This design comes from an exercise in tuning for small area on the open sky130 flow, not from production work. Function not checked in this run: the RTL went through the layout flow alone. No activity file was given, so power comes from the tool's default toggle rates.

`design/flow/design.v`:
```
module tpumac
 #(parameter BITS_AB=8,
   parameter BITS_C=16)
  (
   input clk, rst_n, WrEn, en,
   input signed [BITS_AB-1:0] Ain,
   input signed [BITS_AB-1:0] Bin,
   input signed [BITS_C-1:0] Cin,
   output reg signed [BITS_AB-1:0] Aout,
   output reg signed [BITS_AB-1:0] Bout,
   output reg signed [BITS_C-1:0] Cout
  );
  wire acc = en & ~WrEn;           
  wire ld = en & WrEn;             
  wire [7:0] ag = Ain & {8{acc}};  
  wire [15:0] M = ld ? Cin : Cout;
  wire [15:0] X, Y, S;
  wire pp1;
  wire pp2;
  wire pp3;
  wire pp4;
  wire pp5;
  wire pp6;
  wire pp7;
  wire pp8;
  wire pp9;
  wire pp10;
  wire pp11;
  wire pp12;
  wire pp13;
  wire pp14;
  wire pp15;
  wire pp16;
  wire pp17;
  wire pp18;
  wire pp19;
  wire pp20;
  wire pp21;
  wire pp22;
  wire pp23;
  wire pp24;
  wire pp25;
  wire pp26;
  wire pp27;
  wire pp28;
  wire pp29;
  wire pp30;
  wire pp31;
  wire pp32;
  wire pp33;
  wire pp34;
  wire pp35;
  wire pp36;
  wire pp37;
  wire pp38;
  wire pp39;
  wire pp40;
  wire pp41;
  wire pp42;
  wire pp43;
  wire pp44;
  wire pp45;
  wire pp46;
  wire pp47;
  wire pp48;
  wire pp49;
  wire pp50;
  wire pp51;
  wire pp52;
  wire pp53;
  wire pp54;
  wire pp55;
  wire pp56;
  wire pp57;
  wire pp58;
  wire pp59;
  wire pp60;
  wire pp61;
  wire pp62;
  wire pp63;
  wire pp64;
  wire ci65;
  wire ci66;
  wire s67;
  wire c68;
  wire s69;
  wire c70;
  wire s71;
  wire c72;
  wire s73;
  wire c74;
  wire s75;
  wire c76;
  wire s77;
  wire c78;
  wire s79;
  wire c80;
  wire s81;
  wire c82;
  wire s83;
  wire c84;
  wire s85;
  wire c86;
  wire s87;
  wire c88;
  wire s89;
  wire c90;
  wire s91;
  wire c92;
  wire s93;
  wire c94;
  wire s95;
  wire c96;
  wire s97;
  wire c98;
  wire s99;
  wire c100;
  wire s101;
  wire c102;
  wire s103;
  wire c104;
  wire s105;
  wire c106;
  wire s107;
  wire c108;
  wire s109;
  wire c110;
  wire s111;
  wire c112;
  wire s113;
  wire c114;
  wire s115;
  wire c116;
  wire s117;
  wire c118;
  wire s119;
  wire c120;
  wire s121;
  wire c122;
  wire s123;
  wire c124;
  wire s125;
  wire c126;
  wire s127;
  wire c128;
  wire s129;
  wire c130;
  wire s131;
  wire c132;
  wire s133;
  wire c134;
  wire s135;
  wire c136;
  wire s137;
  wire c138;
  wire s139;
  wire c140;
  wire s141;
  wire c142;
  wire s143;
  wire c144;
  wire s145;
  wire c146;
  wire s147;
  wire c148;
  wire s149;
  wire c150;
  wire s151;
  wire c152;
  wire s153;
  wire c154;
  wire s155;
  wire c156;
  wire s157;
  wire c158;
  wire s159;
  wire c160;
  wire s161;
  wire c162;
  wire s163;
  wire c164;
  wire s165;
  wire c166;
  wire s167;
  wire c168;
  wire s169;
  wire c170;
  wire s171;
  wire c172;
  wire s173;
  wire c174;
  wire s175;
  wire c176;
  wire s177;
  wire c178;
  wire s179;
  wire c180;
  wire s181;
  wire c182;
  wire s183;
  wire c184;
  wire s185;
  wire c186;
  wire s187;
  wire c188;
  wire s189;
  wire c190;
  wire s191;
  wire c192;
  assign pp1 = ag[0] & Bin[0];
  assign pp2 = ag[0] & Bin[1];
  assign pp3 = ag[0] & Bin[2];
  assign pp4 = ag[0] & Bin[3];
  assign pp5 = ag[0] & Bin[4];
  assign pp6 = ag[0] & Bin[5];
  assign pp7 = ag[0] & Bin[6];
  assign pp8 = ~(ag[0] & Bin[7]);
  assign pp9 = ag[1] & Bin[0];
  assign pp10 = ag[1] & Bin[1];
  assign pp11 = ag[1] & Bin[2];
  assign pp12 = ag[1] & Bin[3];
  assign pp13 = ag[1] & Bin[4];
  assign pp14 = ag[1] & Bin[5];
  assign pp15 = ag[1] & Bin[6];
  assign pp16 = ~(ag[1] & Bin[7]);
  assign pp17 = ag[2] & Bin[0];
  assign pp18 = ag[2] & Bin[1];
  assign pp19 = ag[2] & Bin[2];
  assign pp20 = ag[2] & Bin[3];
  assign pp21 = ag[2] & Bin[4];
  assign pp22 = ag[2] & Bin[5];
  assign pp23 = ag[2] & Bin[6];
  assign pp24 = ~(ag[2] & Bin[7]);
  assign pp25 = ag[3] & Bin[0];
  assign pp26 = ag[3] & Bin[1];
  assign pp27 = ag[3] & Bin[2];
  assign pp28 = ag[3] & Bin[3];
  assign pp29 = ag[3] & Bin[4];
  assign pp30 = ag[3] & Bin[5];
  assign pp31 = ag[3] & Bin[6];
  assign pp32 = ~(ag[3] & Bin[7]);
  assign pp33 = ag[4] & Bin[0];
  assign pp34 = ag[4] & Bin[1];
  assign pp35 = ag[4] & Bin[2];
  assign pp36 = ag[4] & Bin[3];
  assign pp37 = ag[4] & Bin[4];
  assign pp38 = ag[4] & Bin[5];
  assign pp39 = ag[4] & Bin[6];
  assign pp40 = ~(ag[4] & Bin[7]);
  assign pp41 = ag[5] & Bin[0];
  assign pp42 = ag[5] & Bin[1];
  assign pp43 = ag[5] & Bin[2];
  assign pp44 = ag[5] & Bin[3];
  assign pp45 = ag[5] & Bin[4];
  assign pp46 = ag[5] & Bin[5];
  assign pp47 = ag[5] & Bin[6];
  assign pp48 = ~(ag[5] & Bin[7]);
  assign pp49 = ag[6] & Bin[0];
  assign pp50 = ag[6] & Bin[1];
  assign pp51 = ag[6] & Bin[2];
  assign pp52 = ag[6] & Bin[3];
  assign pp53 = ag[6] & Bin[4];
  assign pp54 = ag[6] & Bin[5];
  assign pp55 = ag[6] & Bin[6];
  assign pp56 = ~(ag[6] & Bin[7]);
  assign pp57 = ~(ag[7] & Bin[0]);
  assign pp58 = ~(ag[7] & Bin[1]);
  assign pp59 = ~(ag[7] & Bin[2]);
  assign pp60 = ~(ag[7] & Bin[3]);
  assign pp61 = ~(ag[7] & Bin[4]);
  assign pp62 = ~(ag[7] & Bin[5]);
  assign pp63 = ~(ag[7] & Bin[6]);
  assign pp64 = ag[7] & Bin[7];
  assign ci65 = ~pp16;
  assign ci66 = ~M[15];
  assign s67 = pp6 ^ pp13;
  assign c68 = pp6 & pp13;
  assign s69 = pp7 ^ pp14 ^ pp21;
  assign c70 = (pp7 & pp14) | (pp7 & pp21) | (pp14 & pp21);
  assign s71 = pp28 ^ pp35;
  assign c72 = pp28 & pp35;
  assign s73 = pp8 ^ pp15 ^ pp22;
  assign c74 = (pp8 & pp15) | (pp8 & pp22) | (pp15 & pp22);
  assign s75 = pp29 ^ pp36 ^ pp43;
  assign c76 = (pp29 & pp36) | (pp29 & pp43) | (pp36 & pp43);
  assign s77 = pp50 ^ pp57;
  assign c78 = pp50 & pp57;
  assign s79 = pp23 ^ pp30 ^ pp37;
  assign c80 = (pp23 & pp30) | (pp23 & pp37) | (pp30 & pp37);
  assign s81 = pp44 ^ pp51 ^ pp58;
  assign c82 = (pp44 & pp51) | (pp44 & pp58) | (pp51 & pp58);
  assign s83 = ci65 ^ M[8];
  assign c84 = ci65 & M[8];
  assign s85 = pp24 ^ pp31 ^ pp38;
  assign c86 = (pp24 & pp31) | (pp24 & pp38) | (pp31 & pp38);
  assign s87 = pp45 ^ pp52 ^ pp59;
  assign c88 = (pp45 & pp52) | (pp45 & pp59) | (pp52 & pp59);
  assign s89 = pp16 ^ M[9];
  assign c90 = pp16 & M[9];
  assign s91 = pp32 ^ pp39 ^ pp46;
  assign c92 = (pp32 & pp39) | (pp32 & pp46) | (pp39 & pp46);
  assign s93 = pp53 ^ pp60;
  assign c94 = pp53 & pp60;
  assign s95 = pp40 ^ pp47;
  assign c96 = pp40 & pp47;
  assign s97 = pp4 ^ pp11;
  assign c98 = pp4 & pp11;
  assign s99 = pp5 ^ pp12 ^ pp19;
  assign c100 = (pp5 & pp12) | (pp5 & pp19) | (pp12 & pp19);
  assign s101 = pp26 ^ pp33;
  assign c102 = pp26 & pp33;
  assign s103 = pp20 ^ pp27 ^ pp34;
  assign c104 = (pp20 & pp27) | (pp20 & pp34) | (pp27 & pp34);
  assign s105 = pp41 ^ M[5] ^ s67;
  assign c106 = (pp41 & M[5]) | (pp41 & s67) | (M[5] & s67);
  assign s107 = pp42 ^ pp49 ^ M[6];
  assign c108 = (pp42 & pp49) | (pp42 & M[6]) | (pp49 & M[6]);
  assign s109 = c68 ^ s71 ^ s69;
  assign c110 = (c68 & s71) | (c68 & s69) | (s71 & s69);
  assign s111 = M[7] ^ c72 ^ s77;
  assign c112 = (M[7] & c72) | (M[7] & s77) | (c72 & s77);
  assign s113 = c70 ^ s73 ^ s75;
  assign c114 = (c70 & s73) | (c70 & s75) | (s73 & s75);
  assign s115 = c78 ^ c74 ^ c76;
  assign c116 = (c78 & c74) | (c78 & c76) | (c74 & c76);
  assign s117 = s83 ^ s79 ^ s81;
  assign c118 = (s83 & s79) | (s83 & s81) | (s79 & s81);
  assign s119 = c84 ^ c80 ^ c82;
  assign c120 = (c84 & c80) | (c84 & c82) | (c80 & c82);
  assign s121 = s89 ^ s85 ^ s87;
  assign c122 = (s89 & s85) | (s89 & s87) | (s85 & s87);
  assign s123 = M[10] ^ s93 ^ c90;
  assign c124 = (M[10] & s93) | (M[10] & c90) | (s93 & c90);
  assign s125 = c86 ^ c88 ^ s91;
  assign c126 = (c86 & c88) | (c86 & s91) | (c88 & s91);
  assign s127 = pp54 ^ pp61 ^ M[11];
  assign c128 = (pp54 & pp61) | (pp54 & M[11]) | (pp61 & M[11]);
  assign s129 = c94 ^ s95 ^ c92;
  assign c130 = (c94 & s95) | (c94 & c92) | (s95 & c92);
  assign s131 = pp48 ^ pp55 ^ pp62;
  assign c132 = (pp48 & pp55) | (pp48 & pp62) | (pp55 & pp62);
  assign s133 = M[12] ^ c96;
  assign c134 = M[12] & c96;
  assign s135 = pp56 ^ pp63;
  assign c136 = pp56 & pp63;
  assign s137 = pp3 ^ pp10;
  assign c138 = pp3 & pp10;
  assign s139 = pp18 ^ pp25 ^ M[3];
  assign c140 = (pp18 & pp25) | (pp18 & M[3]) | (pp25 & M[3]);
  assign s141 = M[4] ^ c98 ^ s101;
  assign c142 = (M[4] & c98) | (M[4] & s101) | (c98 & s101);
  assign s143 = c102 ^ c100 ^ s103;
  assign c144 = (c102 & c100) | (c102 & s103) | (c100 & s103);
  assign s145 = c104 ^ s107 ^ c106;
  assign c146 = (c104 & s107) | (c104 & c106) | (s107 & c106);
  assign s147 = c108 ^ s111 ^ c110;
  assign c148 = (c108 & s111) | (c108 & c110) | (s111 & c110);
  assign s149 = c112 ^ s115 ^ c114;
  assign c150 = (c112 & s115) | (c112 & c114) | (s115 & c114);
  assign s151 = c116 ^ s119 ^ c118;
  assign c152 = (c116 & s119) | (c116 & c118) | (s119 & c118);
  assign s153 = c120 ^ s123 ^ c122;
  assign c154 = (c120 & s123) | (c120 & c122) | (s123 & c122);
  assign s155 = s127 ^ c124 ^ s129;
  assign c156 = (s127 & c124) | (s127 & s129) | (c124 & s129);
  assign s157 = s131 ^ s133 ^ c128;
  assign c158 = (s131 & s133) | (s131 & c128) | (s133 & c128);
  assign s159 = M[13] ^ s135 ^ c132;
  assign c160 = (M[13] & s135) | (M[13] & c132) | (s135 & c132);
  assign s161 = pp64 ^ M[14];
  assign c162 = pp64 & M[14];
  assign s163 = pp2 ^ pp9;
  assign c164 = pp2 & pp9;
  assign s165 = pp17 ^ M[2] ^ s137;
  assign c166 = (pp17 & M[2]) | (pp17 & s137) | (M[2] & s137);
  assign s167 = c138 ^ s97 ^ s139;
  assign c168 = (c138 & s97) | (c138 & s139) | (s97 & s139);
  assign s169 = s99 ^ c140 ^ s141;
  assign c170 = (s99 & c140) | (s99 & s141) | (c140 & s141);
  assign s171 = c142 ^ s105 ^ s143;
  assign c172 = (c142 & s105) | (c142 & s143) | (s105 & s143);
  assign s173 = c144 ^ s109 ^ s145;
  assign c174 = (c144 & s109) | (c144 & s145) | (s109 & s145);
  assign s175 = s113 ^ c146 ^ s147;
  assign c176 = (s113 & c146) | (s113 & s147) | (c146 & s147);
  assign s177 = s117 ^ c148 ^ s149;
  assign c178 = (s117 & c148) | (s117 & s149) | (c148 & s149);
  assign s179 = s121 ^ c150 ^ s151;
  assign c180 = (s121 & c150) | (s121 & s151) | (c150 & s151);
  assign s181 = s125 ^ c152 ^ s153;
  assign c182 = (s125 & c152) | (s125 & s153) | (c152 & s153);
  assign s183 = c126 ^ c154 ^ s155;
  assign c184 = (c126 & c154) | (c126 & s155) | (c154 & s155);
  assign s185 = c130 ^ s157 ^ c156;
  assign c186 = (c130 & s157) | (c130 & c156) | (s157 & c156);
  assign s187 = c134 ^ s159 ^ c158;
  assign c188 = (c134 & s159) | (c134 & c158) | (s159 & c158);
  assign s189 = c136 ^ s161 ^ c160;
  assign c190 = (c136 & s161) | (c136 & c160) | (s161 & c160);
  assign s191 = ci66 ^ c162;
  assign X = {s191, s189, s187, s185, c182, c180, c178, c176, c174, c172, c170, c168, c166, c164, M[1], pp1};
  assign Y = {c190, c188, c186, c184, s183, s181, s179, s177, s175, s173, s171, s169, s167, s165, s163, M[0]};
  assign S = X + Y;
  always @(posedge clk, negedge rst_n) begin
    if (!rst_n) begin
      Aout <= '0;
      Bout <= '0;
      Cout <= '0;
    end else begin
      if (en) begin
        Aout <= Ain;
        Bout <= Bin;
      end
      Cout <= S;
    end
  end
endmodule
```
`design/flow/constraint.sdc`:
```
create_clock -name core_clock -period 5.2 [get_ports {clk}]
set_input_delay 1.0400 -clock core_clock [delete_from_list [all_inputs] [get_ports {clk}]]
set_output_delay 1.0400 -clock core_clock [all_outputs]
set_load 0.01 [all_outputs]
```
`design/flow/config.mk`:
```
export PLATFORM = sky130hd
export DESIGN_NAME = tpumac
export DESIGN_NICKNAME = tpumac
export VERILOG_FILES = /design/flow/design.v
export SDC_FILE = /design/flow/constraint.sdc
export NUM_CORES = 4
export LEC_CHECK = 0
export CAP_MARGIN = 20
export CORE_MARGIN = 2
export CORE_UTILIZATION = 40
export GPL_TIMING_DRIVEN = 0
export SLEW_MARGIN = 20
```
`design/flow/run.sh`:
```
#!/bin/bash
# synth_recipe.tcl (not shown) runs the flow's synth.tcl, then flattens the netlist and writes it again
# the make line also repeats each setting of config.mk as NAME=value (left out here)
make -C /OpenROAD-flow-scripts/flow DESIGN_CONFIG=/design/flow/config.mk WORK_HOME=/design/flow/orfs CLKGATE_MAP_FILE= SYNTH_SCRIPT=/design/flow/synth_recipe.tcl finish
```
==> impl_metrics.json <==
{
  "reg2reg_slack_ns": 1.45,
  "period_minus_slack_ns": 5.05,
  "dp_slack_ns": -0.796,
  "vdd_ir_drop_max_uv": 490,
  "io_pins": 68,
  "port_buffers": 65,
  "ant_nets": 0,
  "viasPerCell": 5.31,
  "synth_nets": 486,
  "slew_headroom_pct": 69.2,
  "clockRootBuffer": "clkbuf_8",
  "hold_buffers": 0,
  "met3WireLength_um": 681,
  "critPathMaxFanout": 9,
  "critPathSlowestCell": "clkdlybuf4s50_1",
  "dieArea_um2": 10200,
  "cp.required_ns": 5.36,
  "core_um2": 9150,
  "synth-edff-count": 0,
  "first_pass_iters": 4,
  "cap_violations": 0,
  "initial_core_util_pct": 41.0,
  "die-width_um": 101,
  "highest_layer": "met4",
  "slew_violations": 0,
  "clock_sinks": 32,
  "synth_cells": 372,
  "synthFlopType": "dfrtp_1",
  "crit_arrival_ns": 5.21,
  "gp_routability_congestion": 0.813,
  "yosysSeqAreaShare_pct": 21.3,
  "fmax_mhz": 198,
  "wl_per_cell_um": 16.4,
  "wl_met1_um": 3620,
  "multi_input_area_um2": 2630,
  "grt_pass1_vias": 2920,
  "clkTransAtPathRegs_ns": 0.08,
  "max_stage_delay_ns": 0.68,
  "period_share_pct": 97.2,
  "cts_tree": "done",
  "crit_type": "in2reg",
  "drive_gt1_share_pct": 15.2,
  "hpwl_um": 7190,
  "worstMarginPinSlew_ns": 0.458,
  "synth_seq_cells": 32,
  "antenna_found_initial": 0,
  "ys_async_sr_fraction_pct": 100,
  "regArea_um2": 801,
  "synthesis.area_um2": 3750,
  "cts_buffers": 5,
  "setup-violations-final": 0,
  "num_vias": 2963,
  "drc_errors": 0,
  "power.total_mw": 2.42,
  "num_rows": 35,
  "yosys_warnings": 1,
  "skew_ns": 0.00352,
  "worstPathCellList": "clkdlybuf4s50_1, nand3_1, fa_2, fa_1, inv_1, fa_1, inv_1, fa_1, inv_1, ha_1, buf_4, a21oi_2, o21ai_1, a311oi_2, o41ai_2, xor2_1",
  "h-tree-depth": 2,
  "powerDensity_nw_per_um2": 506,
  "die_y_um": 101,
  "hp-class": "reg2reg",
  "cp-start-kind": "input port",
  "nFillCells": 855,
  "syn_to_final_growth_pct": 27.1,
  "cts.path.max_buffers": 2,
  "fin_nets": 560,
  "grt_max_degree": 20,
  "clkLatencyLatePin_ns": 0.29,
  "totalWireLength_um": 9130,
  "status": "no timing/DRC/antenna violations",
  "grt_use_total_pct": 18.6,
  "antenna_cells": 0,
  "grt_pass1_wl_um": 14600,
  "drt_iter0_drc": 181,
  "end_kind": "flop",
  "synth_area_per_cell_um2": 10.1,
  "finalHoldViolations": 0,
  "leakagePower_nw": 2.46,
  "detailroute.wirelength.met2_um": 4670,
  "worst_slack_ns": 0.146,
  "synth.distinct_cells": 39,
  "grt_overflow": 0
}
-- power by group --
group | switching [mW] | leakage, nW | total (mW) | internal, mW
sequential | 0.0356 | 0.373 | 0.383 | 0.347
clock | 0.106 | 0.0541 | 0.248 | 0.142
combinational | 0.953 | 2.03 | 1.79 | 0.832
total | 1.09 | 2.46 | 2.42 | 1.32
-- logic make-up after synthesis --
| logic type | after synthesis | synth area share [%] |
|---|---|---|
| xor gates and xnor gates | 15 | 3.50 |
| buffers and inverters | 95 | 10.0 |
| and+or+nand+nor | 83 | 12.3 |
| DFF | 32 | 21.3 |
| muxes | 32 | 9.36 |
| AOI/OAI and AO/OA | 37 | 7.66 |
| adders and majority gates | 78 | 35.8 |
-- routing by layer --
layer / GRT usage [%] / up-vias
met5: 0 / -
met4: 5.48 / 0
met3: 3.40 / 14
met2: 30.8 / 114
met1: 24.8 / 1479
li1: - / 1356
-- registers in the layout (all words and copies together) (netlist names) --
register and flops:
Bout 8, Cout 16, Aout 8
-- final cells by class --
type | count | area share, %
multi-input combinational | 245 | 55.1
sequential | 32 | 16.8
timing repair buffer | 67 | 14.3
inverter | 80 | 6.29
tap | 111 | 2.91
buffer | 15 | 2.26
clock buffer | 5 | 1.44
clock inverter | 3 | 0.892
-- worst paths after layout --
path | start | endpoint | cells past startpoint
worst min-delay path | Bout[1] | Bout[1] | 1
min in group asynchronous | rst_n | Cout[1] | 1
worst max register to register | Cout[9] | Cout[15] | 14
worst min register to register | Bout[1] | Bout[1] | 1
worst max-delay path | Ain[2] | Cout[14] | 16
max in group asynchronous | rst_n | Bout[0] | 2
-- synth_stat cells, types with 2 or more instances --
cell / count / area share (%)
inv_1: 80 / 8.0
fa_1: 49 / 26
and3_1: 42 / 7.0
dfrtp_1: 32 / 21
ha_1: 29 / 9.7
mux2_2: 25 / 7.5
nand3_1: 20 / 2.7
nand2_1: 11 / 1.1
a21oi_1: 9 / 1.2
xnor2_1: 8 / 1.9
mux2i_1: 7 / 1.9
xor2_1: 7 / 1.6
buf_2: 6 / 0.80
a21o_2: 5 / 1.2
clkbuf_1: 5 / 0.50
o21ai_0: 4 / 0.53
nor2_1: 3 / 0.30
a21o_1: 2 / 0.40
a311oi_1: 2 / 0.47
a31oi_1: 2 / 0.33
buf_4: 2 / 0.40
nand4_1: 2 / 0.33
nor2b_1: 2 / 0.33
o211a_1: 2 / 0.53
o21a_1: 2 / 0.40
-- stage by stage --
stage | util, % | instance area, um2 | hold WS [ns] | cells | TNS, ns
2_1_floorplan | - | 3770 | 0.551 | 372 | 0
6_report | 52.1 | 4770 | 0.509 | 558 | 0
4_1_cts | 51.6 | 4730 | 0.516 | 558 | 0
5_1_grt | 52.1 | 4770 | 0.528 | 558 | -0.0218
3_3_place_gp | 49.8 | 4560 | 0.489 | 548 | -4.75
3_5_place_dp | 50.0 | 4580 | 0.496 | 549 | -4.72
-- cell usage in the layout (no fill, tap or decap), types with 2 or more instances in the layout --
cell | Yosys | final
buf_2 | 6 | 2
ha_1 | 29 | 29
a31oi_1 | 2 | 2
o211a_1 | 2 | 2
mux2_2 | 25 | 25
and3_1 | 42 | 42
fa_1 | 49 | 48
dfrtp_1 | 32 | 32
clkbuf_8 | 0 | 5
buf_6 | 0 | 3
mux2i_1 | 7 | 7
nand2_1 | 11 | 10
inv_1 | 80 | 80
o21ai_0 | 4 | 4
a21oi_1 | 9 | 7
nand3_1 | 20 | 19
a21o_1 | 2 | 2
xor2_1 | 7 | 7
buf_4 | 2 | 5
clkbuf_4 | 1 | 2
nor2_1 | 3 | 3
nand4_1 | 2 | 2
o21a_1 | 2 | 2
clkdlybuf4s50_1 | 0 | 62
xnor2_1 | 8 | 8
clkbuf_2 | 1 | 4
a21o_2 | 5 | 5
-- repair_timing --
| item | 4_1_cts | 5_1_grt |
|---|---|---|
| gates resized for setup | 12 | 13 |
| pin swaps | 1 | 2 |
| endpoints found under the setup margin | 8 | 3 |
| buffers inserted | 1 | 0 |
| gates cloned | 0 | 0 |
-- worst max-delay path: cells and delay by family --
kind,cells,cell delay (ns)
and+or+nand+nor,1,0.17
adders and majority gates,5,2.18
xor gates and xnor gates,1,0.17
AOI/OAI and AO/OA,4,0.66
buffers and inverters,5,0.99

## port drivers added, routing unchanged
The results above use ideal ports. As a check the final layout listed here was re-extracted and re-timed, cells and wires unchanged. Step 1 assumes that a clkbuf_16 drives the clock port and a buf_2 every other input. Step 2 moves the port delays by t, midway between the first and last clock arrival at a register: inputs arrive t later, outputs are due t later. That takes back most of the time a late clock gives input paths. Three values: ideal ports, drivers, drivers and shift; two values: the first two.
t (ns): 0.321
setup slack, ns: 0.146 / 0.152 / -0.169
worst slew at a driven data input, ns: 0.03
With both steps, setup timing fails in this run, where it was met with ideal ports. The setup slack of this run moves by +0.006 ns with the drivers and by -0.315 ns with both steps.
